This is an optimization exercise on Yosys and OpenROAD, whose aim is small area and a short achievable clock period, not a production implementation. Function was checked by simulation only, so behaviour that the tests miss may differ from the original. Power and IR drop assume default switching activity.

[flow/config.mk]
export PLATFORM = sky130hd
export DESIGN_NAME = nmr_seq
export DESIGN_NICKNAME = nmr_seq
export VERILOG_FILES = /design/flow/design.v
export SDC_FILE = /design/flow/constraint.sdc
export NUM_CORES = 4
export LEC_CHECK = 0
export CAP_MARGIN = 20
export CORE_MARGIN = 2
export CORE_UTILIZATION = 40
export PLACE_DENSITY = 0.6
export SLEW_MARGIN = 20
[flow/constraint.sdc]
create_clock -name core_clock -period 10.0 [get_ports {clk_sys}]
set_input_delay 2.0000 -clock core_clock [delete_from_list [all_inputs] [get_ports {clk_sys}]]
set_output_delay 2.0000 -clock core_clock [all_outputs]
set_load 0.01 [all_outputs]
[flow/design.v]
module Timer_Cmp(DataA, DataB, AGB);
input  [21:0] DataA, DataB;
output AGB;
assign AGB = (DataA > DataB);
endmodule
module necount_cmp(DataA, DataB, ALEB);
input  [10:0] DataA, DataB;
output ALEB;
assign ALEB = (DataA <= DataB);
endmodule
module necount_inc(DataA, Sum);
input  [11:0] DataA;
output [11:0] Sum;
assign Sum = DataA + 12'd1;
endmodule
module timer( 
             rst_n,     
             clk_sys,   
             datain,    
             work_n,      
             state_start,
             state_over_n,
             time_up   
             );
input  rst_n;           
input  clk_sys;         
input  [21:0] datain;   
input  work_n;            
input  state_start;
input  state_over_n;
output time_up;          
reg    time_up;          
reg    [21:0] timedata; 
wire   cmp_result;
wire   [21:0] datain; 
wire   en;
wire   rst_n_w;
assign en      = state_start & state_over_n;
assign rst_n_w = rst_n       & !work_n;
always @ (posedge clk_sys)
    begin
         if (rst_n_w == 1'b0)
             begin
                  timedata <= 22'b1;
                  time_up <=  1'b0;
             end    
         else
             begin                
                  if (en == 1'b1)
                      begin
                           timedata <= timedata + 1'b1;
                           time_up <= cmp_result;
                      end
                  else
                      begin
                           timedata <= 22'b1;
                           time_up <=  1'b0;
                      end
             end              
    end
Timer_Cmp Timer_Cmp_0(timedata,datain,cmp_result);
endmodule  
module state_switch(
                   clk_sys,
                   rst_n,
                   time_up_in,
                   start,
                   state_over_in,
                   datain_scale,
                   datain_scan,
                   datain_noise,
                   datain_pluse,
                   datain_state_1ms,
                   dataout,
                   state_start,
                   state_over_n,
                   clk_en_scale,
                   clk_en_scan,
                   clk_en_noise,
                   clk_en_pluse,
                   clk_en_st1ms
                   );
input clk_sys;
input rst_n;
input time_up_in;
input[4:0] start;
input[3:0] state_over_in;
input[21:0] datain_scale;
input[19:0] datain_scan;
input[19:0] datain_noise;
input[19:0] datain_pluse;
input[19:0] datain_state_1ms;
output reg state_start;
output reg [21:0] dataout;
output reg state_over_n;
output reg clk_en_scale;
output reg clk_en_scan;
output reg clk_en_noise;
output reg clk_en_pluse;
output reg clk_en_st1ms;
always@(posedge clk_sys)
  begin
    if(!rst_n)
        begin
            state_over_n <= 1'b1;
            dataout <= 22'd0;
        end
    else
        begin
            case(start)
                5'b00001:
                    begin
                        state_over_n <= state_over_in[0];
                        dataout <= datain_scale;
                    end
                5'b00010:
                    begin
                        state_over_n <= state_over_in[1];
                        dataout <= datain_scan;
                    end
                5'b00100:
                    begin
                        state_over_n <= state_over_in[2];
                        dataout <= datain_noise;
                    end
                5'b01000:
                    begin
                        state_over_n <= state_over_in[3];
                        dataout <= datain_pluse;
                    end
                5'b10000:
                    begin
                        state_over_n <= 1'b1;
                        dataout <= datain_state_1ms;
                    end
                default:
                    begin
                        state_over_n <= 1'b1;
                        dataout <= 22'd0;               
                    end
             endcase       
        end
  end
always@(posedge clk_sys)
  begin
    if(!rst_n)
        state_start <= 1'b0;
    else
        if(start==5'd1|start==5'd2|start==5'd4|start==5'd8|start==5'd16)
            state_start <= 1'b1;
        else
            state_start <= 1'b0;
  end
always@(posedge clk_sys)
  begin
    if(!rst_n)
        begin
            clk_en_scale <= 1'b0;
            clk_en_scan  <= 1'b0;
            clk_en_noise <= 1'b0;
            clk_en_pluse <= 1'b0;
            clk_en_st1ms <= 1'b0;
        end
    else
        begin
            if(start[0])
                clk_en_scale <= time_up_in;
            else
                clk_en_scale <= 1'b0;
            if(start[1])
                clk_en_scan <= time_up_in;
            else
                clk_en_scan <= 1'b0;
            if(start[2])
                clk_en_noise <= time_up_in;
            else
                clk_en_noise <= 1'b0;
            if(start[3])
                clk_en_pluse <= time_up_in;
            else
                clk_en_pluse <= 1'b0;
            if(start[4])
                clk_en_st1ms <= time_up_in;
            else
                clk_en_st1ms <= 1'b0;
        end
  end
endmodule
module scalestate(
                  clk_sys,         
                  clken_p,
                  rst_n,         
                  soft_d,            
                  rt_sw,             
                  sw_acq1,           
                  sw_acq2,           
                  timecount,        
                  s_acq,            
                  dds_conf,           
                  datain,
                  load,
                  loadchoice,
                  pn_change,
                  inv_turn,
                  dump_start,
                  pluse_start,
                  pn_out,
                  bb_ch,
                  reset_out,
                  load_out,
                  s_acqnum,
                  intertodsp,
                  state_over_n,
                  strippluse,
                  dumpoff_ctr,
                  off_test,
                  tetw_pluse,
                  s_acq180,
                  long_opentime,
                  dump_sustain_ctrl,
                  ne_le             
                 );
parameter[20:0]   IDLE         = 21'b000000000000000000000,     
                  INI_RST1     = 21'b000000000000000000001,
                  INI_RST2     = 21'b000000000000000000010,
                  START        = 21'b000000000000000000100,
                  PLUSE90      = 21'b000000000000000001000,
                  DUMP90       = 21'b000000000000000010000,
                  SOFT_DUMP90  = 21'b000000000000000100000,
                  CUT_DEC90    = 21'b000000000000001000000,
                  RESET        = 21'b000000000000010000000,
                  DDSCONF      = 21'b000000000000100000000,
                  PLUSE180     = 21'b000000000001000000000,
                  DUMP180      = 21'b000000000010000000000,
                  SOFT_DUMP180 = 21'b000000000100000000000,
                  OPEN_DEC     = 21'b000000001000000000000,
                  OPEN_SWITCH  = 21'b000000010000000000000,
                  ECHO_ACQ     = 21'b000000100000000000000,
                  CUT_DEC180   = 21'b000001000000000000000,
                  JUMP         = 21'b000010000000000000000,
                  STOP         = 21'b000100000000000000000,         
                  START_TEST   = 21'b001000000000000000000,
                  DDSCONF_TEST = 21'b010000000000000000000, 
                  CUT_DECI90   = 21'b100000000000000000000;        
input  clk_sys;          
input  clken_p;
input  rst_n;            
input  [15:0] datain;
input  load;
input  [4:0] loadchoice;
input  pn_change;
input  inv_turn;
output soft_d;              
output rt_sw;               
output sw_acq1;             
output sw_acq2;             
output [21:0] timecount;   
output s_acq;              
output dds_conf;            
output dump_start;
output pluse_start;
output reset_out;
output load_out;
output [15:0] s_acqnum;
output intertodsp;
output state_over_n;
output pn_out;
output [11:0] strippluse;
output off_test;
output tetw_pluse;
output s_acq180;
output dumpoff_ctr;
output bb_ch;
output ne_le;
wire ne_le;
output reg long_opentime;
output reg dump_sustain_ctrl;
reg dumpoff_ctr;
reg    bb_ch;
reg    soft_d;              
reg    rt_sw;               
reg    sw_acq1;             
reg    sw_acq2;             
reg    [21:0] timecount;   
reg    s_acq;              
reg    dds_conf;            
reg    dump_start;
reg    pluse_start;
reg    reset_out;
reg    load_out;
reg    [15:0] s_acqnum;
reg    intertodsp;
reg    state_over_n;
reg    pn_out;
reg    [11:0] strippluse;
reg    off_test; 
reg    tetw_pluse;
reg    s_acq180;
reg    [15:0] PLUSETIME90;
reg    [15:0] PLUSETIME180;
reg    [15:0] DUMPTIME;
reg    [15:0] S_DUMPTIME;
reg    [21:0] CUTTIME90;
reg    [19:0] CUTTIME180;
reg    [19:0] OPENTIME;
reg    [15:0] ACQTIME;
reg    [10:0] NE_NUM;
reg    [11:0] ACQ90_NUM;
reg    [11:0] ACQ180_NUM;
reg    [11:0] ACQECHO_NUM;
reg    [11:0] STRIPNUM90_NUM;
reg    [11:0] STRIPNUM180_NUM;
reg    [10:0] M_NUM;
reg    [21:0] CUTTIME180_Tini;
reg    [21:0] CUTTIME180_TEL;
reg    [21:0] OPENTIME_TEL;
reg    [21:0] CUTTIMEI90;
reg    [20:0] CS;
reg    [20:0] NS;
reg    [10:0] necount;
wire   [10:0] necount1;
reg    necount_LE_M;
reg    necount_LE_NE;
wire   necount_LE_M_1;
wire   necount_LE_NE_1;
reg fst_lst_pulse;
reg M_pulse;
always @ (posedge clk_sys)
    begin
         if (load == 1'b1)
             begin
                  case(loadchoice)
                      0:
                          begin
                               PLUSETIME90 <= datain; 
                          end
                      1:
                          begin
                               PLUSETIME180 <= datain; 
                          end
                      2:
                          begin
                               DUMPTIME <= datain; 
                          end
                      3:
                          begin
                               S_DUMPTIME <= datain; 
                          end
                      4:
                          begin
                               CUTTIME90[15:0] <= datain; 
                          end
                      5:
                          begin
                               CUTTIME90[21:16] <= datain[5:0]; 
                          end
                      6:
                          begin
                               CUTTIME180[15:0] <= datain; 
                          end
                      7:
                          begin
                               CUTTIME180[19:16] <= datain[3:0]; 
                          end
                      8:
                          begin
                               OPENTIME[15:0] <= datain; 
                          end
                      9:
                          begin
                               OPENTIME[19:16] <= datain[3:0]; 
                          end
                      10:
                          begin
                               ACQTIME <= datain; 
                          end                  
                      11:
                          begin
                               NE_NUM <= datain[10:0]; 
                          end                  
                      12:
                          begin
                               ACQ90_NUM <= datain[11:0]; 
                          end                  
                      13:
                          begin
                               ACQ180_NUM <= datain[11:0]; 
                          end                  
                      14:
                          begin
                               ACQECHO_NUM <= datain[11:0]; 
                          end                  
                      15:
                          begin
                               STRIPNUM90_NUM <= datain[11:0]; 
                          end                  
                      16:
                          begin
                               STRIPNUM180_NUM <= datain[11:0]; 
                          end
                      17:
                          begin
                               M_NUM <= datain[10:0];
                          end
                      18:
                          begin
                               CUTTIME180_TEL[15:0] <= datain;
                          end
                      19:
                          begin
                               CUTTIME180_TEL[21:16] <= datain[5:0];
                          end
                      20:
                          begin
                               OPENTIME_TEL[15:0] <= datain;
                          end
                      21:
                          begin
                               OPENTIME_TEL[21:16] <= datain[5:0];
                          end 
                      22:
                          begin
                                CUTTIME180_Tini[15:0] <= datain;
                          end
                      23:
                          begin
                               CUTTIME180_Tini[21:16] <= datain[5:0];
                          end 
                      24:
                          begin
                               CUTTIMEI90[15:0] <= datain; 
                          end
                      25:
                          begin
                               CUTTIMEI90[21:16] <= datain[5:0]; 
                          end                     
                  endcase
             end
         else
             begin
                  PLUSETIME90       <= PLUSETIME90; 
                  PLUSETIME180      <= PLUSETIME180; 
                  DUMPTIME          <= DUMPTIME; 
                  S_DUMPTIME        <= S_DUMPTIME; 
                  CUTTIME90[15:0]   <= CUTTIME90[15:0]; 
                  CUTTIME90[21:16]  <= CUTTIME90[21:16]; 
                  CUTTIME180[15:0]  <= CUTTIME180[15:0]; 
                  CUTTIME180[19:16] <= CUTTIME180[19:16]; 
                  OPENTIME[15:0]    <= OPENTIME[15:0]; 
                  OPENTIME[19:16]   <=  OPENTIME[19:16]; 
                  ACQTIME           <= ACQTIME; 
                  NE_NUM            <= NE_NUM; 
                  ACQ90_NUM         <= ACQ90_NUM; 
                  ACQ180_NUM        <= ACQ180_NUM; 
                  ACQECHO_NUM       <= ACQECHO_NUM; 
                  STRIPNUM90_NUM    <= STRIPNUM90_NUM; 
                  STRIPNUM180_NUM   <= STRIPNUM180_NUM; 
                  M_NUM                 <= M_NUM;   
                  CUTTIME180_TEL[15:0]  <= CUTTIME180_TEL[15:0]; 
                  CUTTIME180_TEL[21:16] <= CUTTIME180_TEL[21:16]; 
                  OPENTIME_TEL[15:0]    <= OPENTIME_TEL[15:0];    
                  OPENTIME_TEL[21:16]   <= OPENTIME_TEL[21:16]; 
                  CUTTIME180_Tini[15:0] <= CUTTIME180_Tini[15:0];    
                  CUTTIME180_Tini[21:16]<= CUTTIME180_Tini[21:16];
                  CUTTIMEI90[15:0]   <= CUTTIMEI90[15:0]; 
                  CUTTIMEI90[21:16]  <= CUTTIMEI90[21:16];
             end
    end
always @ (posedge clk_sys)
   if(!rst_n) 
       CS <= IDLE;
   else 
       if(clken_p)      
           CS <= NS;
always @ (CS or necount_LE_NE or inv_turn)
    begin
        case(CS)
            IDLE:  
                NS = INI_RST1;
            CUT_DECI90:
                NS = INI_RST2;
            INI_RST1: 
                NS = INI_RST2;
            INI_RST2:
                NS = START;
            START:       
                NS = START_TEST;
            START_TEST:
                NS = PLUSE90;
            PLUSE90:
                NS = DUMP90;
            DUMP90:
                NS = SOFT_DUMP90;
            SOFT_DUMP90:
                NS = CUT_DEC90;
            CUT_DEC90:
                if(necount_LE_NE)
                    NS = RESET;
                else
                    NS = STOP;
            RESET:
                NS = DDSCONF;
            DDSCONF:
                NS = DDSCONF_TEST; 
            DDSCONF_TEST:
                NS = PLUSE180;
            PLUSE180:
                NS = DUMP180;
            DUMP180:
                NS = SOFT_DUMP180;
            SOFT_DUMP180:
                if (necount_LE_NE)
                    NS = OPEN_DEC;
                else
                    NS = CUT_DECI90;
            OPEN_DEC:
                NS = OPEN_SWITCH;
            OPEN_SWITCH:
                NS = ECHO_ACQ;
            ECHO_ACQ:
                NS = CUT_DEC180;   
            CUT_DEC180:
                NS = JUMP;
            JUMP:
                if(necount_LE_NE || inv_turn)
                    NS = RESET;
                else
                    NS = STOP;
            STOP:
                NS = STOP;
            default:
                NS = IDLE;
        endcase  
    end
always @ (posedge clk_sys)
    begin
        if(!rst_n)
            begin
                timecount     <= 50;    
                soft_d        <= 0;       
                rt_sw         <= 0;       
                sw_acq1       <= 1;      
                sw_acq2       <= 1;      
                s_acq         <= 0;     
                s_acq180      <= 0;
                bb_ch         <= 0;
                pluse_start   <= 0;
                reset_out     <= 0;
                load_out      <= 0;
                pn_out        <= 0;
                dds_conf      <= 0;      
                off_test      <= 0;
                dump_start    <= 0;
                dumpoff_ctr   <= 0;
                intertodsp    <= 0; 
                state_over_n  <= 1;   
                tetw_pluse    <= 1;
                long_opentime <= 0;
                dump_sustain_ctrl <= 0;
                necount <= 1;
                s_acqnum <= 0;
                strippluse <= 0;
                fst_lst_pulse <= 1;
                M_pulse <= 0;
            end        
        else 
            if(clken_p)
                case(NS)
                   IDLE:
                       ;
                   INI_RST1:
                       begin
                           reset_out <= 0;
                           timecount <= 90;
                       end
                   CUT_DECI90:
                       begin
                           soft_d  <= 0;      
                           rt_sw   <= 0;
                           sw_acq1 <= 1;      
                           sw_acq2 <= 1;
                           reset_out <= 0;              
                           timecount <= CUTTIMEI90;
                        end
                   INI_RST2:
                       begin
                           reset_out <= 1;
                           pn_out <= pn_change;
                           s_acqnum <= ACQ90_NUM;
                           strippluse <= STRIPNUM90_NUM;
                           timecount <= 200;
                       end
                   START:
                       begin
                           dump_start <= 1;          
                           soft_d  <= 1;      
                           rt_sw   <= 0;       
                           sw_acq1 <= 0;      
                           sw_acq2 <= 1;
                           dds_conf <= 1;      
                           load_out  <= 1;
                           bb_ch <= 0;
                           timecount <= 30; 
                       end
                   START_TEST:
                       begin
                           dump_start <= 1;          
                           soft_d  <= 1;      
                           rt_sw   <= 0;       
                           sw_acq1 <= 0;      
                           sw_acq2 <= 1;
                           pluse_start <= 1;
                           dds_conf <= 1;      
                           load_out  <= 1;
                           bb_ch <= 0;
                           s_acq <= 1;
                           timecount <= 570;
                       end
                   PLUSE90:
                       begin 
                           dds_conf <= 0;      
                           load_out  <= 0;
                           off_test <=1'b1;
                           timecount <= PLUSETIME90; 
                       end
                   DUMP90:
                       begin
                           pluse_start <= 1'b0;          
                           soft_d  <= 1;      
                           rt_sw   <= 0;       
                           sw_acq1 <= 1;      
                           sw_acq2 <= 1;
                           dump_start <= 1;
                           s_acq <= 0;            
                           intertodsp <= 1;
                           off_test <= 1'b0;
                           timecount <= DUMPTIME; 
                       end
                   SOFT_DUMP90:
                       begin
                           dump_start <= 0;
                           soft_d  <= 1;      
                           rt_sw   <= 1;       
                           sw_acq1 <= 1;      
                           sw_acq2 <= 1;
                           intertodsp <= 0;
                           timecount <= S_DUMPTIME;
                       end
                   CUT_DEC90:
                       begin
                           soft_d  <= 0;      
                           rt_sw   <= 0;       
                           sw_acq1 <= 1;      
                           sw_acq2 <= 1;
                           reset_out <= 0;              
                           timecount <= CUTTIME90;
                        end
                   RESET:
                       begin
                           reset_out <= 1;                
                           if(fst_lst_pulse)
                               begin
                                   s_acqnum <= ACQ180_NUM;
                                   strippluse <= STRIPNUM180_NUM; 
                               end
                           pn_out <= 1;
                           timecount <= 200;
                       end
                   DDSCONF:
                       begin 
                           dump_start <= 1;  
                           soft_d  <= 1;  
                           rt_sw   <= 0;       
                           if(fst_lst_pulse)
                               begin  
                                   sw_acq1 <= 0;      
                                   sw_acq2 <= 1;
                               end            
                           dds_conf <= 1;      
                           load_out  <= 1;
                           bb_ch <= 1;         
                           if(necount_LE_M)
                               long_opentime <= 1;
                           else  
                               long_opentime <= 0;
                           timecount <= 30;
                       end
                   DDSCONF_TEST:
                       begin 
                           dump_start <= 1;
                           soft_d  <= 1;      
                           rt_sw   <= 0;       
                           if(fst_lst_pulse)
                               begin  
                                   sw_acq1 <= 0;      
                                   sw_acq2 <= 1;
                                   s_acq180 <= 1;
                               end    
                           pluse_start <= 1;                        
                           dds_conf <= 1;      
                           load_out  <= 1;
                           bb_ch <= 1; 
                           s_acq <= 1;            
                           timecount <= 570;
                       end
                   PLUSE180:
                       begin
                           dds_conf <= 0;      
                           load_out  <= 0;
                           off_test<=1'b1;
                           timecount <= PLUSETIME180;
                       end
                   DUMP180:
                       begin
                           pluse_start <= 0;
                           soft_d  <= 1;      
                           rt_sw   <= 0;          
                           sw_acq1 <= 1;      
                           sw_acq2 <= 1;          
                           dump_start <= 1;
                           off_test<= 0;
                           s_acq180 <= 0;
                           if(fst_lst_pulse)
                               begin
                                   intertodsp <= 1;
                               end                 
                           timecount <= DUMPTIME;
                       end
                   SOFT_DUMP180:
                       begin 
                           dump_start <= 0;
                           soft_d  <= 1;      
                           rt_sw   <= 1;       
                           sw_acq1 <= 1;      
                           sw_acq2 <= 1;
                           intertodsp <= 0;
                           reset_out <= 0;
                           s_acqnum <= ACQECHO_NUM;
                           strippluse <= 0; 
                           dump_sustain_ctrl <= 1;
                            if (necount_LE_NE)
                                timecount <= S_DUMPTIME;
                            else
                                timecount <= 4000;
                       end
                  OPEN_DEC:
                       begin
                           soft_d  <= 0;      
                           rt_sw   <= 1;       
                           sw_acq1 <= 1;      
                           sw_acq2 <= 0;
                           reset_out <= 1;
                           load_out  <= 1;
                           if(necount_LE_M)
                               timecount <= OPENTIME_TEL;
                           else  
                               timecount <= OPENTIME;
                       end 
                   OPEN_SWITCH:
                       begin  
                           soft_d  <= 0;      
                           rt_sw   <= 1;       
                           sw_acq1 <= 1;      
                           sw_acq2 <= 0;
                           reset_out <= 1;
                           load_out  <= 1;
                           necount <= necount1;
                           dump_sustain_ctrl <= 0; 
                           timecount <= 200;
                       end
                   ECHO_ACQ:
                       begin
                           load_out  <= 0;
                           timecount <= ACQTIME;
                       end
                   CUT_DEC180:
                       begin 
                           soft_d  <= 0;      
                           rt_sw   <= 0;       
                           sw_acq1 <= 1;      
                           sw_acq2 <= 1;
                           s_acq <= 0; 
                           intertodsp <= 1;
                           if(necount_LE_M)
                               timecount <= CUTTIME180_TEL;
                           else 
                               if(M_pulse)  
                                   timecount <= CUTTIME180_Tini;
                               else          
                                   timecount <= CUTTIME180;
                       end
                   JUMP:
                       begin
                           intertodsp <= 0;
                           reset_out <= 0;  
                           if(necount == NE_NUM)
                               fst_lst_pulse <= 1;
                           else
                               fst_lst_pulse <= 0; 
                           if(necount == M_NUM)
                               M_pulse <= 1;
                           else
                               M_pulse <= 0;                            
                           timecount <= 100;
                       end
                   STOP:
                       begin    
                           reset_out <= 1;               
                           dumpoff_ctr <= 1;            
                           state_over_n <= 0;    
                           tetw_pluse <=0;          
                       end
                   default:
                           ;
               endcase
    end
necount_inc necount_inc_0(necount,necount1);
necount_cmp necount_cmp_0(necount,M_NUM,necount_LE_M_1);
necount_cmp necount_cmp_1(necount,NE_NUM,necount_LE_NE_1);
always @(posedge clk_sys) 
    begin
        if(!rst_n)
            begin
                necount_LE_M <= 0;
                necount_LE_NE <=0;
            end
        else
            begin
                necount_LE_M <= necount_LE_M_1;    
                necount_LE_NE <= necount_LE_NE_1;
            end
    end
assign ne_le=necount_LE_NE;
endmodule
module scanstate(
                 clk_sys,          
                 clken_p,
                 rst_n,          
                 dumpon_ctr,
                 dumpoff_ctr,
                 soft_d,            
                 rt_sw,             
                 sw_acq1,           
                 sw_acq2,           
                 timecount,        
                 s_acq,            
                 dds_conf,          
                 calctrl,           
                 state_over_n,         
                 scanload,
                 datain,
                 scanchoice,
                 resetout
                 );
parameter [7:0] IDLE        = 8'b00000001,
                INIT        = 8'b00000010,
                S_SOFTDUMP  = 8'b00000100,
                S_DECOPEN   = 8'b00001000,
                S_SWICHOPEN = 8'b00010000,
                S_ACQUITION = 8'b00100000,
                CUT_DECO    = 8'b01000000,
                STOP        = 8'b10000000;
input  clk_sys;            
input  clken_p;
input  rst_n;            
input  [15:0] datain;
input  scanload;
input  scanchoice;
output dumpon_ctr;
output dumpoff_ctr;
output soft_d;              
output rt_sw;               
output sw_acq1;             
output sw_acq2;             
output [19:0] timecount;   
output s_acq;              
output dds_conf;            
output calctrl;             
output state_over_n;          
output resetout;
reg dumpon_ctr;
reg dumpoff_ctr;
reg    soft_d;              
reg    rt_sw;               
reg    sw_acq1;             
reg    sw_acq2;             
reg    [19:0] timecount;   
reg    s_acq;              
reg    dds_conf;            
reg    calctrl;             
reg    state_over_n;          
reg    [15:0] acqtime;
reg    [15:0] dectime;
reg    resetout;
always @ (posedge clk_sys)
    begin
         if(scanload == 1'b1)
             begin
                  if(scanchoice)
                      begin
                           dectime <= datain;    
                      end
                  else
                      begin
                           acqtime <= datain;
                      end
            end
        else
            begin
                 dectime <= dectime;
                 acqtime <= acqtime;
            end
    end
reg[7:0] CS;
reg[7:0] NS;
always @ (posedge clk_sys)
   if(rst_n == 1'b0) 
       CS <= IDLE;
   else       
       if(clken_p)
           CS <= NS;
always @ (CS)
    begin
        case(CS)
            IDLE: 
                NS = INIT; 
            INIT:           
                NS = S_SOFTDUMP;
            S_SOFTDUMP:
                NS = S_DECOPEN;
            S_DECOPEN:
                NS = S_SWICHOPEN;
            S_SWICHOPEN:
                NS = S_ACQUITION;
            S_ACQUITION:
                NS = CUT_DECO;
            CUT_DECO:
                NS = STOP;
            STOP:
                NS = STOP;
            default:
                NS = IDLE;
        endcase 
    end
always @ (posedge clk_sys)
    begin
        if(rst_n == 1'b0)
            begin
                timecount <= 1;           
                dumpon_ctr <= 1'b0;
                dumpoff_ctr <= 1'b0;
                soft_d  <= 0;          
                rt_sw   <= 0;       
                sw_acq1 <= 1;         
                sw_acq2 <= 1;      
                s_acq    <= 0;        
                dds_conf <= 0;         
                calctrl  <= 0;         
                state_over_n <= 1;    
                resetout <= 0;
            end        
        else
            begin
                case(NS)
                    IDLE:  
                        ; 
                    INIT:            
                        timecount <= 100;
                    S_SOFTDUMP:                      
                         begin                             
                             dumpon_ctr <= 1'b1;
                             soft_d  <= 1;      
                             rt_sw   <= 1;       
                             sw_acq1 <= 1;      
                             sw_acq2 <= 1;
                             dds_conf <= 1;      
                             timecount <= 3000;            
                          end
                    S_DECOPEN:                       
                          begin
                             dumpon_ctr <= 1'b0;
                             soft_d  <= 0;       
                             rt_sw   <= 1;       
                             sw_acq2 <= 1;
                             dds_conf <= 0;      
                             calctrl  <= 1;      
                             resetout <= 0;
                             timecount <= dectime;            
                          end
                    S_SWICHOPEN:                    
                          begin
                             soft_d  <= 0;       
                             rt_sw   <= 1;       
                             sw_acq2 <= 0;
                             resetout <= 1;
                             timecount <= 500;               
                          end
                    S_ACQUITION:                    
                          begin
                             soft_d  <= 0;       
                             rt_sw   <= 1;       
                             sw_acq2 <= 0;
                             s_acq   <= 1;     
                             timecount <= acqtime;
                          end         
                    CUT_DECO:                        
                          begin
                             dumpoff_ctr <= 1'b1;
                             soft_d  <= 0;       
                             rt_sw   <= 0;       
                             sw_acq2 <= 1;
                             calctrl <= 0;      
                             timecount <= 100;      
                          end  
                    STOP:                           
                          begin
                             dumpoff_ctr <= 1'b0;
                             state_over_n <= 0;    
                          end  
                   default:
                        ;
               endcase
           end
    end
endmodule
module noisestate(
                  clk_sys,          
                  clken_p,
                  rst_n,          
                  dumpon_ctr,
                  dumpoff_ctr,
                  soft_d,            
                  rt_sw,             
                  sw_acq1,           
                  sw_acq2,           
                  timecount,        
                  n_acq,            
                  state_over_n,         
                  nload,
                  nchoice,
                  ndatain
                  );
parameter [7:0] IDLE        = 8'b00000001,
                INIT        = 8'b00000010,
                N_SOFTDUMP  = 8'b00000100,
                N_DECOPEN   = 8'b00001000,
                N_SWICHOPEN = 8'b00010000,
                N_ACQUITION = 8'b00100000,
                CUT_DECO    = 8'b01000000,
                STOP        = 8'b10000000;
input  clk_sys;            
input  clken_p;
input  rst_n;            
input  nload;
input  nchoice;
input  [15:0] ndatain;
output dumpon_ctr;
output dumpoff_ctr;
output soft_d;              
output rt_sw;               
output sw_acq1;             
output sw_acq2;             
output [19:0] timecount;   
output n_acq;              
output state_over_n;          
reg dumpon_ctr;
reg dumpoff_ctr;
reg    soft_d;              
reg    rt_sw;               
reg    sw_acq1;             
reg    sw_acq2;             
reg    [19:0] timecount;   
reg    n_acq;              
reg    state_over_n;          
reg    [15:0] acqtime;
reg    [15:0] dectime;
always @ (posedge clk_sys)
    begin
         if(nload == 1'b1)
             begin
                  if(nchoice)
                      begin
                           dectime <= ndatain;
                      end
                  else
                      begin
                           acqtime <= ndatain;
                      end
            end
        else
            begin
                 dectime <= dectime;
                 acqtime <= acqtime;
            end
    end
reg[7:0] CS;
reg[7:0] NS;
always @ (posedge clk_sys)
   if(rst_n == 1'b0) 
       CS <= IDLE;
   else       
       if(clken_p)
           CS <= NS;
always @ (CS)
    begin
        case(CS)
            IDLE: 
                NS = INIT; 
            INIT:           
                NS = N_SOFTDUMP;
             N_SOFTDUMP:                 
                NS = N_DECOPEN;       
             N_DECOPEN:                  
                NS = N_SWICHOPEN;       
             N_SWICHOPEN:               
                NS = N_ACQUITION;       
             N_ACQUITION:               
                NS = CUT_DECO;          
             CUT_DECO:                   
                NS = STOP;          
             STOP:                      
                NS = STOP; 
            default:
                NS = IDLE;
        endcase 
    end
always @ (posedge clk_sys)
    begin
        if(rst_n == 1'b0)
            begin
                timecount <= 1;      
                dumpon_ctr <= 1'b0;
                dumpoff_ctr <= 1'b0;
                soft_d  <= 0;         
                rt_sw   <= 0;       
                sw_acq1 <= 1;        
                sw_acq2 <= 1;      
                n_acq    <= 0;       
                state_over_n <= 1;    
            end        
        else
            begin
                case(NS)
                    IDLE:  
                        ; 
                    INIT:            
                        timecount <= 100;
                    N_SOFTDUMP:                    
                        begin
                            dumpon_ctr <= 1'b1;
                            soft_d  <= 1;        
                            rt_sw   <= 1;       
                            sw_acq1 <= 1;        
                            sw_acq2 <= 1;                 
                            timecount <= 3000;    
                        end  
                    N_DECOPEN:                       
                        begin
                            dumpon_ctr <= 1'b0;
                            soft_d  <= 0;         
                            rt_sw   <= 1;           
                            sw_acq1 <= 1;        
                            sw_acq2 <= 1;                        
                            timecount <= dectime;            
                        end           
                    N_SWICHOPEN:                    
                        begin
                            soft_d  <= 0;         
                            rt_sw   <= 1;           
                            sw_acq1 <= 1;        
                            sw_acq2 <= 0;
                            timecount <= 500;               
                        end 
                    N_ACQUITION:                    
                        begin
                            soft_d  <= 0;         
                            rt_sw   <= 1;           
                            sw_acq1 <= 1;        
                            sw_acq2 <= 0;           
                            n_acq   <= 1;        
                            timecount <= acqtime;              
                        end 
                    CUT_DECO:                        
                        begin
                            dumpoff_ctr <= 1'b1;
                            soft_d  <= 0;          
                            rt_sw   <= 0;           
                            sw_acq1 <= 1;         
                            sw_acq2 <= 1;           
                            n_acq   <= 0;         
                            timecount <= 100;      
                        end  
                    STOP:                          
                        begin
                            dumpoff_ctr <= 1'b0;
                            state_over_n <= 0;    
                        end  
                    default:
                        ;
               endcase
           end
    end
endmodule
module plusestate(
                  clk_sys,
                  clken_p,        
                  rst_n,        
                  soft_d,            
                  rt_sw,             
                  sw_acq1,           
                  sw_acq2,           
                  timecount,
                  pluse_acq,            
                  pluse_start,
                  off_test,
                  datain,
                  load,
                  loadchoice,
                  dump_start,
                  state_over_n,
                  dds_config,
                  dumpoff_ctr,
                  tetw_pluse
                 );
parameter [9:0] IDLE     = 10'b0000000001,
                INIT     = 10'b0000000010,
                INIT2    = 10'b0000000100,
                CONFIG   = 10'b0000001000,
                START    = 10'b0000010000,
                PLUSE    = 10'b0000100000,
                DUMP     = 10'b0001000000,
                STOP     = 10'b0010000000,
                INI_TEST = 10'b0100000000,
                START_test=10'b1000000000;
input  clk_sys;            
input  clken_p;
input  rst_n;            
input  [15:0] datain;
input  load;
input  loadchoice;
output soft_d;              
output rt_sw;               
output sw_acq1;             
output sw_acq2;             
output [19:0] timecount;   
output pluse_acq;              
output pluse_start;
output dump_start;
output state_over_n;
output  dds_config;
output dumpoff_ctr;
output off_test;
output tetw_pluse;
reg    soft_d;              
reg    rt_sw;               
reg    sw_acq1;             
reg    sw_acq2;             
reg    [19:0] timecount;   
reg    pluse_acq;              
reg    pluse_start;
reg    dump_start;
reg    state_over_n;
reg    dds_config;
reg    off_test;
reg    tetw_pluse;
reg    [15:0] PLUSETIME;
reg    [15:0] DUMPTIME;
reg    dumpoff_ctr;
always @ (posedge clk_sys)
    begin
         if(load == 1'b1) 
             begin
                  case(loadchoice)
                      0:
                          begin
                               PLUSETIME <= datain; 
                          end
                      1:
                          begin
                               DUMPTIME  <= datain; 
                          end
                  endcase
             end
         else
             begin
                  PLUSETIME <= PLUSETIME;
                  DUMPTIME  <= DUMPTIME;
             end
    end
reg[9:0] CS;
reg[9:0] NS;
always @ (posedge clk_sys)
   if(rst_n == 1'b0) 
       CS <= IDLE;
   else       
       if(clken_p)
           CS <= NS;
always @ (CS)
    begin
        case(CS)
            IDLE: 
               NS = INIT; 
            INIT:           
               NS = INIT2;
            INIT2:                 
               NS = INI_TEST;       
            INI_TEST:                  
               NS = CONFIG;       
            CONFIG:               
               NS = START;       
            START:               
               NS = START_test;          
            START_test:                   
               NS = PLUSE;        
            PLUSE:
               NS = DUMP;
            DUMP:
               NS = STOP;     
            STOP:                      
               NS = STOP; 
            default:
               NS = IDLE;
        endcase 
    end
always @ (posedge clk_sys)
    begin
        if(rst_n == 1'b0)
            begin
                timecount <= 1;
                soft_d  <= 0;       
                rt_sw   <= 0;       
                sw_acq1 <= 1;      
                sw_acq2 <= 1;      
                pluse_acq  <= 0;     
                pluse_start <= 0;
                dump_start <= 0;
                dds_config <= 0;
                state_over_n <= 1;   
                dumpoff_ctr <= 0; 
                off_test <= 0; 
                tetw_pluse <= 0;   
            end        
        else
            begin
                case(NS)
                    IDLE:  
                        ; 
                    INIT:            
                        timecount <= 10;
                    INIT2:                 
                        begin              
                            timecount <= 100;  
                        end  
                    INI_TEST:                    
                        begin
                            timecount <= 100;           
                        end           
                    CONFIG:                  
                        begin
                            sw_acq1 <= 0;     
                            sw_acq2 <= 1;         
                            timecount <= 400;   
                        end 
                    START:                
                        begin
                            soft_d  <= 1;     
                            rt_sw   <= 0;  
                            sw_acq1 <= 0;     
                            sw_acq2 <= 1;
                            dump_start <= 1;                
                            dds_config <= 1;
                            pluse_acq <= 1;            
                            timecount <= 30;  
                        end 
                    START_test:                     
                        begin
                            soft_d  <= 1;     
                            rt_sw   <= 0;  
                            sw_acq1 <= 0;     
                            sw_acq2 <= 1;
                            dump_start <= 1;                
                            dds_config <= 1;
                            pluse_start <= 1;
                            off_test <= 1;
                            pluse_acq <= 1;            
                            timecount <= 168;                          
                        end  
                    PLUSE:
                        begin
                            pluse_acq <= 1;            
                            dds_config <= 0;
                            timecount <= PLUSETIME;
                        end 
                    DUMP:
                        begin
                            pluse_start <= 0; 
                            off_test <= 0;                
                            soft_d  <= 1;      
                            rt_sw   <= 0;       
                            dump_start <= 1;
                            timecount <= DUMPTIME;
                        end 
                    STOP:                        
                        begin
                            dump_start <= 0;
                            dumpoff_ctr <= 1;
                            soft_d  <= 0;       
                            rt_sw   <= 0;       
                            sw_acq1 <= 1;      
                            sw_acq2 <= 1;   
                            pluse_acq <= 0;            
                            dump_start <= 0;
                            state_over_n <= 0;   
                            tetw_pluse <= 1;
                        end  
                    default:
                        ;
               endcase
           end
    end
endmodule
module state_1ms(
                  clk_sys,
                  clken_p,        
                  rst_n,
                  load,
                  loadchoice,  
                  datain,
                  reset_out,
                  dump_start,
                  pluse_start,
                  bri_cycle,
                  rt_sw,
                  soft_dump,
                  timecount      
                 );
input  clk_sys;            
input  clken_p;
input  rst_n;            
input  load;
input  [3:0] loadchoice;
input  [15:0] datain;
output reset_out;
output dump_start;
output pluse_start;
output bri_cycle;
output soft_dump;              
output rt_sw;               
output [19:0] timecount;   
reg reset_out;
reg dump_start;
reg pluse_start;
reg bri_cycle;
reg soft_dump;              
reg rt_sw;               
reg [19:0] timecount;   
parameter [9:0] IDLE   = 10'b0000000001,
                INIT   = 10'b0000000010,
                INIT2  = 10'b0000000100,
                RESET  = 10'b0000001000,
                S1     = 10'b0000010000,
                S2     = 10'b0000100000,
                S3     = 10'b0001000000,
                S4     = 10'b0010000000,
                S5     = 10'b0100000000,
                S6     = 10'b1000000000;
reg [19:0] PLUSECYCLE;
reg [19:0] PLUSETIME;
reg [19:0] M_DUMPTIME;
reg [19:0] S_DUMPTIME;
reg [19:0] CUTTIME;
always @ (posedge clk_sys)
    begin
         if(load == 1'b1) 
             begin
                  case(loadchoice)
                      0:
                          begin
                               PLUSECYCLE <= datain; 
                          end
                      1:
                          begin
                               PLUSETIME  <= datain; 
                          end
                      2:
                          begin
                               M_DUMPTIME <= datain; 
                          end
                      3:
                          begin
                               S_DUMPTIME  <= datain; 
                          end
                      4:
                          begin
                               CUTTIME[15:0] <= datain; 
                          end
                      5:
                          begin
                               CUTTIME[19:16] <= datain[3:0]; 
                          end
                 endcase
             end
         else
             begin
                  PLUSECYCLE <= PLUSECYCLE;
                  PLUSETIME  <= PLUSETIME;
                  M_DUMPTIME <= M_DUMPTIME;
                  S_DUMPTIME <= S_DUMPTIME;
                  CUTTIME    <= CUTTIME;
             end
    end
reg[9:0] CS;
reg[9:0] NS;
always @ (posedge clk_sys)
   if(rst_n == 1'b0) 
       CS <= IDLE;
   else       
       if(clken_p)
           CS <= NS;
always @ (CS)
    begin
        case(CS)
            IDLE: 
                NS = INIT; 
            INIT:           
                NS = INIT2;
            INIT2:
                NS = RESET;
            RESET:
                NS = S1;
            S1:
                NS = S2;
            S2:
                NS = S3;
            S3:
                NS = S4;
            S4:
                NS = S5;
            S5:
                NS = S6;
            S6:
                NS = IDLE;
            default:
                NS = IDLE;
        endcase 
    end
always @ (posedge clk_sys)
    begin
        if(rst_n == 1'b0)
            begin
                reset_out   <= 0;
                dump_start  <= 0;
                pluse_start <= 0;
                bri_cycle   <= 0;  
                soft_dump   <= 0;      
                rt_sw       <= 0;  
                timecount   <= 1;    
            end        
        else
            begin
                case(NS)
                    IDLE:  
                        ; 
                    INIT:            
                        timecount <= 10;
                    INIT2:
                        begin                     
                            reset_out   <= 0;
                            dump_start  <= 0;
                            pluse_start <= 0;
                            bri_cycle   <= 0;  
                            soft_dump   <= 0;      
                            rt_sw       <= 0;  
                            timecount   <= 100;    
                        end
                    RESET:
                        begin
                            reset_out   <= 1;
                            dump_start  <= 0;
                            pluse_start <= 0;
                            bri_cycle   <= 0;  
                            soft_dump   <= 0;      
                            rt_sw       <= 0;  
                            timecount   <= 100; 
                        end
                    S1:
                        begin
                            reset_out   <= 1;
                            dump_start  <= 1; 
                            pluse_start <= 0;
                            bri_cycle   <= 0;  
                            soft_dump   <= 1;      
                            rt_sw       <= 0;  
                            timecount   <= 100;
                        end
                    S2:
                        begin 
                            reset_out   <= 1;
                            dump_start  <= 1;
                            pluse_start <= 1; 
                            bri_cycle   <= 0;  
                            soft_dump   <= 1;      
                            rt_sw       <= 0;  
                            timecount   <= PLUSECYCLE;
                        end
                    S3:
                        begin 
                            reset_out   <= 1;
                            dump_start  <= 1;
                            pluse_start <= 1;
                            bri_cycle   <= 1; 
                            soft_dump   <= 1;      
                            rt_sw       <= 0;  
                            timecount   <= PLUSETIME;
                        end
                    S4:
                        begin 
                            reset_out   <= 1;
                            dump_start  <= 1;
                            pluse_start <= 0;
                            bri_cycle   <= 0;  
                            soft_dump   <= 1;      
                            rt_sw       <= 0;  
                            timecount   <= M_DUMPTIME;
                        end
                    S5:
                        begin 
                            reset_out   <= 1;
                            dump_start  <= 0;
                            pluse_start <= 0;
                            bri_cycle   <= 0;  
                            soft_dump   <= 1;
                            rt_sw       <= 1;  
                            timecount   <= S_DUMPTIME;
                        end
                    S6:
                        begin 
                            reset_out   <= 1;
                            dump_start  <= 0;
                            pluse_start <= 0;
                            bri_cycle   <= 0;  
                            soft_dump   <= 0;      
                            rt_sw       <= 0;  
                            timecount   <= CUTTIME;
                        end
                    default:
                        ;
               endcase
           end
    end
endmodule
module nmr_seq(
    input         clk_sys,
    input         rst_n,           
    input  [4:0]  start,           
    input  [15:0] datain,          
    input         scale_rst_n,
    input         scale_load,
    input  [4:0]  scale_choice,
    input         pn_change,
    input         inv_turn,
    output        scale_soft_d,
    output        scale_rt_sw,
    output        scale_sw_acq1,
    output        scale_sw_acq2,
    output        scale_s_acq,
    output        scale_dds_conf,
    output        scale_dump_start,
    output        scale_pluse_start,
    output        scale_pn_out,
    output        scale_bb_ch,
    output        scale_reset_out,
    output        scale_load_out,
    output [15:0] scale_s_acqnum,
    output        scale_intertodsp,
    output        scale_state_over_n,
    output [11:0] scale_strippluse,
    output        scale_dumpoff_ctr,
    output        scale_off_test,
    output        scale_tetw_pluse,
    output        scale_s_acq180,
    output        scale_long_opentime,
    output        scale_dump_sustain_ctrl,
    output        scale_ne_le,
    input         scan_rst_n,
    input         scan_load,
    input         scan_choice,
    output        scan_dumpon_ctr,
    output        scan_dumpoff_ctr,
    output        scan_soft_d,
    output        scan_rt_sw,
    output        scan_sw_acq1,
    output        scan_sw_acq2,
    output        scan_s_acq,
    output        scan_dds_conf,
    output        scan_calctrl,
    output        scan_state_over_n,
    output        scan_resetout,
    input         noise_rst_n,
    input         noise_load,
    input         noise_choice,
    output        noise_dumpon_ctr,
    output        noise_dumpoff_ctr,
    output        noise_soft_d,
    output        noise_rt_sw,
    output        noise_sw_acq1,
    output        noise_sw_acq2,
    output        noise_n_acq,
    output        noise_state_over_n,
    input         pluse_rst_n,
    input         pluse_load,
    input         pluse_choice,
    output        pluse_soft_d,
    output        pluse_rt_sw,
    output        pluse_sw_acq1,
    output        pluse_sw_acq2,
    output        pluse_acq,
    output        pluse_pluse_start,
    output        pluse_off_test,
    output        pluse_dump_start,
    output        pluse_state_over_n,
    output        pluse_dds_config,
    output        pluse_dumpoff_ctr,
    output        pluse_tetw_pluse,
    input         st1ms_rst_n,
    input         st1ms_load,
    input  [3:0]  st1ms_choice,
    output        st1ms_reset_out,
    output        st1ms_dump_start,
    output        st1ms_pluse_start,
    output        st1ms_bri_cycle,
    output        st1ms_rt_sw,
    output        st1ms_soft_dump,
    output        clk_en_scale,
    output        clk_en_scan,
    output        clk_en_noise,
    output        clk_en_pluse,
    output        clk_en_st1ms
);
wire [21:0] tc_scale;
wire [19:0] tc_scan, tc_noise, tc_pluse, tc_st1ms;
wire [21:0] sw_dataout;
wire        sw_state_start, sw_state_over_n, time_up;
timer timer_0 (
    .rst_n(rst_n), .clk_sys(clk_sys), .work_n(time_up),
    .state_start(sw_state_start), .state_over_n(sw_state_over_n),
    .time_up(time_up), .datain(sw_dataout));
state_switch state_switch_0 (
    .clk_sys(clk_sys), .rst_n(rst_n), .time_up_in(time_up),
    .state_start(sw_state_start), .state_over_n(sw_state_over_n),
    .dataout(sw_dataout),
    .clk_en_scale(clk_en_scale), .clk_en_scan(clk_en_scan),
    .clk_en_noise(clk_en_noise), .clk_en_pluse(clk_en_pluse),
    .clk_en_st1ms(clk_en_st1ms),
    .start(start),
    .state_over_in({pluse_state_over_n, noise_state_over_n,
                    scan_state_over_n, scale_state_over_n}),
    .datain_scale(tc_scale), .datain_scan(tc_scan),
    .datain_noise(tc_noise), .datain_pluse(tc_pluse),
    .datain_state_1ms(tc_st1ms));
scalestate scalestate_0 (
    .clk_sys(clk_sys), .clken_p(clk_en_scale), .rst_n(scale_rst_n),
    .soft_d(scale_soft_d), .rt_sw(scale_rt_sw),
    .sw_acq1(scale_sw_acq1), .sw_acq2(scale_sw_acq2),
    .s_acq(scale_s_acq), .dds_conf(scale_dds_conf),
    .load(scale_load), .pn_change(pn_change), .inv_turn(inv_turn),
    .dump_start(scale_dump_start), .pluse_start(scale_pluse_start),
    .pn_out(scale_pn_out), .bb_ch(scale_bb_ch),
    .reset_out(scale_reset_out), .load_out(scale_load_out),
    .intertodsp(scale_intertodsp), .state_over_n(scale_state_over_n),
    .dumpoff_ctr(scale_dumpoff_ctr), .off_test(scale_off_test),
    .tetw_pluse(scale_tetw_pluse), .s_acq180(scale_s_acq180),
    .long_opentime(scale_long_opentime),
    .dump_sustain_ctrl(scale_dump_sustain_ctrl), .ne_le(scale_ne_le),
    .timecount(tc_scale), .datain(datain), .loadchoice(scale_choice),
    .s_acqnum(scale_s_acqnum), .strippluse(scale_strippluse));
scanstate scanstate_0 (
    .clk_sys(clk_sys), .clken_p(clk_en_scan), .rst_n(scan_rst_n),
    .dumpon_ctr(scan_dumpon_ctr), .dumpoff_ctr(scan_dumpoff_ctr),
    .soft_d(scan_soft_d), .rt_sw(scan_rt_sw),
    .sw_acq1(scan_sw_acq1), .sw_acq2(scan_sw_acq2),
    .s_acq(scan_s_acq), .dds_conf(scan_dds_conf),
    .calctrl(scan_calctrl), .state_over_n(scan_state_over_n),
    .scanload(scan_load), .scanchoice(scan_choice),
    .resetout(scan_resetout), .timecount(tc_scan), .datain(datain));
noisestate noisestate_0 (
    .clk_sys(clk_sys), .clken_p(clk_en_noise), .rst_n(noise_rst_n),
    .dumpon_ctr(noise_dumpon_ctr), .dumpoff_ctr(noise_dumpoff_ctr),
    .soft_d(noise_soft_d), .rt_sw(noise_rt_sw),
    .sw_acq1(noise_sw_acq1), .sw_acq2(noise_sw_acq2),
    .n_acq(noise_n_acq), .state_over_n(noise_state_over_n),
    .nload(noise_load), .nchoice(noise_choice),
    .timecount(tc_noise), .ndatain(datain));
plusestate plusestate_0 (
    .clk_sys(clk_sys), .clken_p(clk_en_pluse), .rst_n(pluse_rst_n),
    .soft_d(pluse_soft_d), .rt_sw(pluse_rt_sw),
    .sw_acq1(pluse_sw_acq1), .sw_acq2(pluse_sw_acq2),
    .pluse_acq(pluse_acq), .pluse_start(pluse_pluse_start),
    .off_test(pluse_off_test), .load(pluse_load),
    .loadchoice(pluse_choice), .dump_start(pluse_dump_start),
    .state_over_n(pluse_state_over_n), .dds_config(pluse_dds_config),
    .dumpoff_ctr(pluse_dumpoff_ctr), .tetw_pluse(pluse_tetw_pluse),
    .timecount(tc_pluse), .datain(datain));
state_1ms state_1ms_0 (
    .clk_sys(clk_sys), .clken_p(clk_en_st1ms), .rst_n(st1ms_rst_n),
    .load(st1ms_load), .loadchoice(st1ms_choice),
    .reset_out(st1ms_reset_out), .dump_start(st1ms_dump_start),
    .pluse_start(st1ms_pluse_start), .bri_cycle(st1ms_bri_cycle),
    .rt_sw(st1ms_rt_sw), .soft_dump(st1ms_soft_dump),
    .timecount(tc_st1ms), .datain(datain));
endmodule
[flow/run.sh]
#!/bin/bash
# synth_recipe.tcl (not shown) runs the flow's synth.tcl, then flattens the netlist and writes it again
# the make line also repeats each setting of config.mk as NAME=value (left out here)
make -C /OpenROAD-flow-scripts/flow DESIGN_CONFIG=/design/flow/config.mk WORK_HOME=/design/flow/orfs CLKGATE_MAP_FILE= SYNTH_SCRIPT=/design/flow/synth_recipe.tcl finish
==> run summary <==
## worst reg2reg max path: stages, from the launching register on
cell and delay, ns:
dfxtp_1 0.47, nor3_1 0.09, buf_4 0.19, and3_1 0.28, nand4_1 0.68, nand4_1 0.48
or4_4 0.57, o31ai_4 0.68, buf_6 0.25, mux2i_1 0.20
## power breakdown
group	leakage [nW]	internal [mW]	switching, mW
sequential	6.78	3.47	0.0178
clock	1.33	1.82	1.25
combinational	4.19	0.0421	0.129
total	12.3	5.33	1.40
## cell families (layout without fill, tap and decap cells)
logic type	count (synthesis)	count (layout)	synth area share, %
adder cells (fa/ha/maj)	46	46	1.862
AND/OR/NAND/NOR	807	807	13.09
multiplexers	90	90	2.947
AO/OA/AOI/OAI	530	530	11.97
flip-flops	778	778	66.33
XOR/XNOR	29	29	0.8219
buffers and inverters	218	420	2.955
other	2	8	0.02430
## synth_stat cells, drive strengths merged, types with 23 or more instances
cell type	count	area, um2
a221oi	28	245.2
nor4	33	255.2
mux2i	88	880.8
nand2b	35	219.0
a222oi	59	590.6
inv	71	266.5
a21oi	135	675.7
edfxtp	492	14770
and3	25	156.4
nand3	42	215.2
a22oi	87	653.1
a31oi	23	143.9
clkbuf	103	386.6
nor3	49	260.3
nand4	38	237.7
nor2	233	877.1
dfxtp	286	5725
o21ai	91	455.4
nand2	207	777.0
nor2b	39	244.0
buf	42	252.7
ha	46	575.6
## worst max path at each step
| stage | start | end | depth (start not counted) |
|---|---|---|---|
| floorplan | scale_choice[3] | scalestate_0.CUTTIMEI90[0] | 3 |
| global placement | inv_turn | scalestate_0.timecount[9] | 7 |
| detailed placement | inv_turn | scalestate_0.timecount[9] | 7 |
| CTS | inv_turn | scalestate_0.timecount[9] | 7 |
| global route | inv_turn | scalestate_0.timecount[11] | 8 |
| finish | inv_turn | scalestate_0.timecount[14] | 8 |
## state kept, by name, indices dropped and copies added (netlist names), 20 cells and up
name                          count
scalestate_0.CUTTIME180_TEL      22
scalestate_0.CUTTIME180_Tini     22
scalestate_0.CUTTIME90           22
scalestate_0.CUTTIMEI90          22
scalestate_0.OPENTIME_TEL        22
scalestate_0.timecount           22
state_switch_0.dataout           22
timer_0.timedata                 22
scalestate_0.CS                  21
scalestate_0.CUTTIME180          20
scalestate_0.OPENTIME            20
state_1ms_0.CUTTIME              20
state_1ms_0.timecount            20
## placed cells by master, fill, tap and decap left out, types with 65 or more instances in the layout
cell type / Yosys / layout
edfxtp_1: 492 / 492
dfxtp_1: 286 / 285
nor2_1: 232 / 230
nand2_1: 207 / 207
a21oi_1: 135 / 134
clkdlybuf4s50_1: 0 / 118
o21ai_0: 91 / 90
mux2i_1: 88 / 88
a22oi_1: 87 / 87
clkbuf_16: 0 / 87
inv_1: 71 / 70
buf_4: 13 / 65
## cell type report
cell class / count / share of cell area [%]
repair buffers: 193 / 4.770
inverters: 73 / 0.7575
flip-flops and latches: 778 / 56.67
multi-input cells: 1510 / 26.63
well taps: 1030 / 3.563
clock buffers: 121 / 6.620
clock inverters: 33 / 0.9858
## per-layer routing
layer / up-vias / wire length (um) / global-route usage (%) / part of all wire (%)
li1: 9729 / - / - / -
met1: 10490 / 35770 / 28.49 / 43
met2: 805 / 40010 / 34.82 / 48
met3: 149 / 5694 / 3.215 / 6.8
met4: 0 / 2285 / 6.328 / 2.7
met5: - / 0 / 0 / 0
## per-stage QoR
step           util, %  worst slack [ns]  hold slack [ns]  power, mW  area [um2]
2_1_floorplan        -             5.561           0.4224      3.621       30930
3_3_place_gp     43.82             4.706           0.4351      3.721       33390
3_5_place_dp     43.83             4.688           0.4388      3.729       33400
4_1_cts          47.44             5.356           0.4479      6.791       36150
5_1_grt          47.47             5.401           0.4711      6.946       36170
6_report         47.47             5.556           0.4443      6.731       36170
==> flow_summary.ini <==
[drt]
drc_errors = 0
drt_iter0_markers = 2276
ant_nets = 0
wirelength_um = 83760
wl_per_cell_um = 22.41
avgViaCountPerCell = 5.664
dr.pass1.iters = 10
vias = 21170

[setup_path]
r2r_cells = 9
path_buf_inv = 2
critPathTopFamily = simple AND/OR/NAND/NOR gates
cpPeakStageDelay_ns = 0.68
worstSetupPathType = in -> reg
critPathLaunchType = primary input
cp-end-kind = flop
r2r_start = scalestate_0.CS[20]
crit_chain = clkdlybuf4s50_1 -> o2111ai_1 -> a21oi_2 -> or3_1 -> or4_4 -> o31ai_4 -> buf_6 -> mux2i_1
critical_path_required_ns = 10.54
rrSetupSlack_ns = 6.04
cp_data_arrival_time_ns = 4.98
critPathSlowestCell = o31ai_4
path_max_fanout = 13
r2r_end = scalestate_0.timecount[14]

[finish]
nNetsFinal = 2732
fill_cells = 6748
regArea_mm2 = 0.02050
stdcell_count = 3738
multi_input_area_mm2 = 0.009633
antenna_cells = 0
syn2layout_area_growth_pct = 17.05
final_layout_size_suffix_gt1_share_pct = 9.453

[worst_hold_path]
whs_path_depth = 2
hp-start = scalestate_0.dumpoff_ctr
hold_class = reg -> reg
hold_path_end = scalestate_0.dumpoff_ctr

[clocking]
clock-sinks = 778
clk_pin_slew_ns = 0.06
h-tree-depth = 3
clockBufferDepth = 3
clk_latency_ns = 0.63
numCtsBuffers = 83
ctsHoldBuffers = 0
cts_root_buf = clkbuf_16
cts_tree = yes
post-cts-setup-buffers = 0
cts_resized = 0

[floorplanning]
dieWidth_um = 282.0
core_area_mm2 = 0.07620
pin_count = 138
rows = 101
die_h_um = 282.0
fp.dieArea_mm2 = 0.07950
initial_core_util_pct = 40.56

[grt]
grt_usage_pct = 21.02
first_global_vias = 20700
grt_start_max_net_pins = 86
grt-ovfl-total = 0
grt_pass1_wl_um = 127000
grt_antenna_before_repair = 2

[logic_synthesis]
synth-async-reset-ratio_pct = 0
ys.warnings.count = 9
syn_area_per_cell_um2 = 12.36
synth-edff-count = 492
syn_area_mm2 = 0.03090
ys_types = 78
ys.flop_type = edfxtp_1
synthCells = 2500
ys_ff_latch = 778
seq_area_frac_synth_pct = 66.33

[timing]
period_minus_slack_ns = 4.444
setup_viol = 0
final-max-slew-violation-count = 0
totalNegativeSetupSlack_ns = 0
achievable-frequency_mhz = 225.0
hold_viol = 0
slew_headroom_pct = 24.42
clock_skew_ns = 0.03264
post-route-period-util_pct = 44.44
worstMarginPinSlew_ns = 1.124
rsz0062_at_grt = false

[job]
cap_violations = 0

[run_status]
status = timing/DRC/antenna clean

[pwr]
cellPowerDensity_mw_per_mm2 = 186.1
peakVddDrop_mv = 0.1302
leakage_nw = 12.30

[placed_design]
port_buffers = 129
place.gp.congestion = 0.8792
place_inst = 3581
place_hpwl_um = 53460

[what the ideal ports hide]
Ports are ideal in the flow. The routed layout listed here was re-timed in OpenROAD. Step 1 assumes that a clkbuf_16 drives the clock port and a buf_2 every other input. Step 2 also shifts input and output timing later by t, the mid clock arrival at the registers, as if the neighbouring blocks saw the same clock. a / b / c = ideal / step 1 / step 2; a / b = the first two.
t (ns): 0.670
setup slack, ns: 5.556 / 5.591 / 4.921
clock arrival spread, ns: 0.038 / 0.038
worst register clock-pin slew, ns: 0.06 / 0.06
After both steps setup and hold are still met in this run. For this run, drivers alone change the setup slack by +0.035 ns; drivers and shift together by -0.635 ns.
